This design comes from an exercise in tuning for a short achievable clock period and few clock cycles on the open sky130 flow, not from production work. In this exercise RTL edits were held to simulation tests only and were not proved equivalent to the original. Power is estimated from default activity; no workload was simulated.

== alpha ==
// cpu
module cpu(clk,rst_n, iaddr, instr, wdata, we, addr, re, rdata, hlt);
input clk,rst_n;
input [15:0] instr;
input [15:0] rdata;
output we, re;
output [15:0] iaddr;
output [15:0] addr;
output [15:0] wdata;
output hlt;
function [15:1] oh15;
  input [3:0] r;
  integer i;
  begin
    for (i = 1; i < 16; i = i + 1)
      oh15[i] = (r == i);
  end
endfunction
function [15:0] satadd;
  input [15:0] a, b;
  reg [15:0] s;
  begin
    s = a + b;
    if (a[15] == b[15] && s[15] != a[15])
      satadd = a[15] ? 16'h8000 : 16'h7fff;
    else
      satadd = s;
  end
endfunction
wire        kill_e;           
wire        redirect_ex;      
wire        redirect_id;      
wire        redirect = kill_e | redirect_ex | redirect_id;
wire [15:0] redirect_pc;
reg         stall_id;         
wire        halt_dec;         
reg         halted;
reg  [15:0] pc;
reg  [15:0] ras;              
wire [15:0] pc1 = pc + 16'd1;
wire [3:0]  if_op    = instr[15:12];
wire        if_jal   = (if_op == 4'hD);
wire        if_br    = (if_op == 4'hC) & (|instr[8:0]);
wire        if_jr    = (if_op == 4'hE);
wire [2:0]  if_cc    = instr[11:9];
wire        if_bra   = (if_op == 4'hC);
wire        if_br_pt = if_bra & ((&if_cc) | (if_cc == 3'b000) | (if_cc == 3'b100) | instr[8]);
wire [6:0]  hi9_p1   = pc[15:9] + 7'd1;
wire [6:0]  hi9_m1   = pc[15:9] - 7'd1;
wire [3:0]  hi12_p1  = pc[15:12] + 4'd1;
wire [3:0]  hi12_m1  = pc[15:12] - 4'd1;
wire [9:0]  lo9      = {1'b0, pc[8:0]} + {1'b0, instr[8:0]} + 10'd1;
wire [6:0]  hi9      = (instr[8] == lo9[9]) ? pc[15:9] : lo9[9] ? hi9_p1 : hi9_m1;
wire [15:0] raw9     = {hi9, lo9[8:0]};
wire [12:0] lo12     = {1'b0, pc[11:0]} + {1'b0, instr[11:0]} + 13'd1;
wire [3:0]  hi12     = (instr[11] == lo12[12]) ? pc[15:12] : lo12[12] ? hi12_p1 : hi12_m1;
wire [15:0] raw12    = {hi12, lo12[11:0]};
wire [15:0] pred_pc  = if_jal ? raw12 : if_br_pt ? raw9 : if_jr ? ras : pc1;
wire        special  = redirect | stall_id;
wire [15:0] spec_pc  = redirect ? redirect_pc : pc;
always @(posedge clk, negedge rst_n)
  if (!rst_n)
    pc <= 16'h0000;
  else
    pc <= special ? spec_pc : pred_pc;
always @(posedge clk, negedge rst_n)
  if (!rst_n)
    ras <= 16'h0000;
  else if (!redirect && !stall_id && if_jal)
  ...
Size in the first run: about 3500 cells after synthesis, about 590 flip-flops, about 85 I/O pins, roughly 29000 µm² of cells after synthesis.
==> flow/config.mk <==
export PLATFORM = sky130hd
export DESIGN_NAME = cpu
export DESIGN_NICKNAME = cpu
export VERILOG_FILES = /design/flow/design.v
export SDC_FILE = /design/flow/constraint.sdc
export NUM_CORES = 4
export LEC_CHECK = 0
export ABC_AREA = 1
export ABC_CLOCK_PERIOD_IN_PS = 1000
export CAP_MARGIN = 20
export CORE_MARGIN = 2
export CORE_UTILIZATION = 40
export SETUP_SLACK_MARGIN = 4.3
export SLEW_MARGIN = 20
==> flow/constraint.sdc <==
create_clock -name core_clock -period 6.2 [get_ports {clk}]
set_input_delay 1.2400 -clock core_clock [delete_from_list [all_inputs] [get_ports {clk}]]
set_output_delay 1.2400 -clock core_clock [all_outputs]
set_load 0.01 [all_outputs]
standard.sh (not shown) runs the stock make flow with config.mk's settings and CLKGATE_MAP_FILE= SYNTH_SCRIPT=/design/flow/synth_recipe.tcl, a recipe that flattens the netlist after the stock synthesis.
==> flow/flow/run.sh <==
#!/bin/bash
# The standard layout (the standard.sh) with two changes:
#  - synthesis does not map adders onto the library's full/half-adder cells
#    (ADDER_MAP_FILE left empty), so abc restructures the carry logic for
#    speed; registers are unchanged;
#  - every input and output port is still buffered, but with buf_4 instead
#    of the delay-cell buffer buffer_ports picks by itself.
# make's full output goes to make.log in the work folder.
set -euo pipefail
bash standard.sh ADDER_MAP_FILE= "BUFFER_PORTS_ARGS=-buffer_cell sky130_fd_sc_hd__buf_4" finish > make.log 2>&1
Testbench counts of alpha, summed over its fixed seeds: cycles 68,708.
Edits applied to the flow inputs when going from alpha to beta:
--- a/flow/design.v
+++ b/flow/design.v
@@ -1,27 +1,19 @@
 module cpu(clk,rst_n, iaddr, instr, wdata, we, addr, re, rdata, hlt);
 input clk,rst_n;
 input [15:0] instr;
 input [15:0] rdata;
 output we, re;
 output [15:0] iaddr;
 output [15:0] addr;
 output [15:0] wdata;
 output hlt;
-function [15:1] oh15;
-  input [3:0] r;
-  integer i;
-  begin
-    for (i = 1; i < 16; i = i + 1)
-      oh15[i] = (r == i);
-  end
-endfunction
 function [15:0] satadd;
   input [15:0] a, b;
   reg [15:0] s;
   begin
     s = a + b;
     if (a[15] == b[15] && s[15] != a[15])
       satadd = a[15] ? 16'h8000 : 16'h7fff;
     else
       satadd = s;
   end
@@ -91,42 +83,39 @@
 reg         v_d;
 reg  [15:0] instr_d;
 reg  [15:0] pc1_d;
 reg         pt_d;             
 reg  [15:0] alt_d;            
 reg  [15:0] rawb_d;           
 reg         rjs_d;            
 wire        satb_d = (pc1_d[15] == instr_d[8])  & (rawb_d[15] != pc1_d[15]);
 wire        satj_d = (pc1_d[15] == instr_d[11]) & (rjs_d != pc1_d[15]);
 reg  [3:0]  ra_d, rb_d, dst_d;
-reg  [15:1] ra_oh_d, rb_oh_d;    
 reg         d_rr, d_sum, d_sub, d_and, d_nor, d_sll, d_shr, d_sra, d_lhb, d_wr,
             d_addz, d_lw, d_sw, d_setz, d_setnv, d_br, d_jr, d_hlt, d_jal, d_immls;
 always @(posedge clk, negedge rst_n)
   if (!rst_n)
     v_d <= 1'b0;
   else if (redirect || halt_dec || halted)
     v_d <= 1'b0;
   else if (!stall_id)
     v_d <= 1'b1;
 always @(posedge clk)
   if (!stall_id) begin
     instr_d <= instr;
     pc1_d   <= pc1;
     pt_d    <= if_br_pt;
     alt_d   <= if_jr ? ras : pc1;
     rawb_d  <= raw9;
     rjs_d   <= raw12[15];
     ra_d    <= p_ra;
     rb_d    <= p_rb;
-    ra_oh_d <= oh15(p_ra);
-    rb_oh_d <= oh15(p_rb);
     dst_d   <= p_dst;
     d_rr    <= p_rr;
     d_sum   <= p_add | p_addz | p_lw | p_sw | p_llb | if_jal;
     d_sub   <= p_sub;
     d_and   <= p_and;
     d_nor   <= p_nor;
     d_sll   <= p_sll;
     d_shr   <= p_srl | p_sra;
     d_sra   <= p_sra;
     d_lhb   <= p_lhb;
@@ -137,30 +126,22 @@
     d_setz  <= p_rr | p_shift;
     d_setnv <= p_add | p_addz | p_sub;
     d_br    <= if_br;
     d_jr    <= if_jr;
     d_hlt   <= p_hlt;
     d_jal   <= if_jal;
     d_immls <= p_lw | p_sw;
   end
 reg  [255:16] rf;
 wire [255:0]  rf_all = {rf, 16'h0000};
-reg  [15:0]   rf_a, rf_b;
-integer j;
-always @* begin
-  rf_a = 16'h0000;
-  rf_b = 16'h0000;
-  for (j = 1; j < 16; j = j + 1) begin
-    rf_a = rf_a | ({16{ra_oh_d[j]}} & rf_all[j*16 +: 16]);
-    rf_b = rf_b | ({16{rb_oh_d[j]}} & rf_all[j*16 +: 16]);
-  end
-end
+wire [15:0]   rf_a = rf_all[ra_d*16 +: 16];
+wire [15:0]   rf_b = rf_all[rb_d*16 +: 16];
 reg         v_m_wr;           
 reg  [3:0]  dst_m;
 reg  [15:0] res_m;
 reg         re_m, we_m;
 reg  [15:0] wdata_m;
 reg         jrl_m;            
 reg  [15:0] alt_m;            
 reg  [15:0] wb_res;           
 assign kill_e = jrl_m & (wb_res != alt_m);
 wire [15:0] dm_res = re_m ? rdata : res_m;
### Flow results
- Changes observed in beta relative to alpha: final setup slack of the worst path went down; power share of the combinational group rose 4.3 points; number of clock sinks seen by CTS -about 5%; internal power fell about 1.5%; time the final worst path needs with I/O delays and setup now larger.
- Status | beta and alpha | clean
- Any difference in CTS clock-pin slew for the worst setup and hold paths between alpha and beta is small enough to ignore.
- [beta] sequential portion of the cell area fell 4.7 points relative to alpha
- Between beta and alpha, the difference in hold slack is negligible.
- Compared with alpha, in beta overall power held, die area higher, number of enable flip-flop cells after synthesis moved down.
Testbench counts of beta, summed over its fixed seeds: cycles 68,708.

what the ideal ports hide:
Ports are ideal in the flow. The routed layouts listed here were re-timed in OpenROAD.
Step 1: set_driving_cell puts a clkbuf_16 on clk and a buf_2 on each other input, an assumption about the parent block.
Step 2, shift: input delay + t, output delay - t, t = (earliest + latest rising clock arrival at the registers) / 2. This alone moves slack from input paths to output paths.
a / b / c = no drivers / after step 1 / after step 2; a / b = the first two.
| run | shift t [ns] | setup slack, ns | worst hold slack (ns) | worst setup path at the end | worst register clock-pin slew, ns |
|---|---|---|---|---|---|
| alpha | 0.679 | 3.635 / 3.596 / 3.004 | 0.340 / 0.340 / 0.340 | input to register | 0.07 / 0.07 |
| beta | 0.708 | 3.516 / 3.516 / 2.952 | 0.341 / 0.341 / 0.341 | input to register | 0.07 / 0.07 |
After both steps every run listed still meets setup and hold. The setup slack of alpha, which loses most, moves by -0.039 ns with the drivers and by -0.631 ns with both steps.
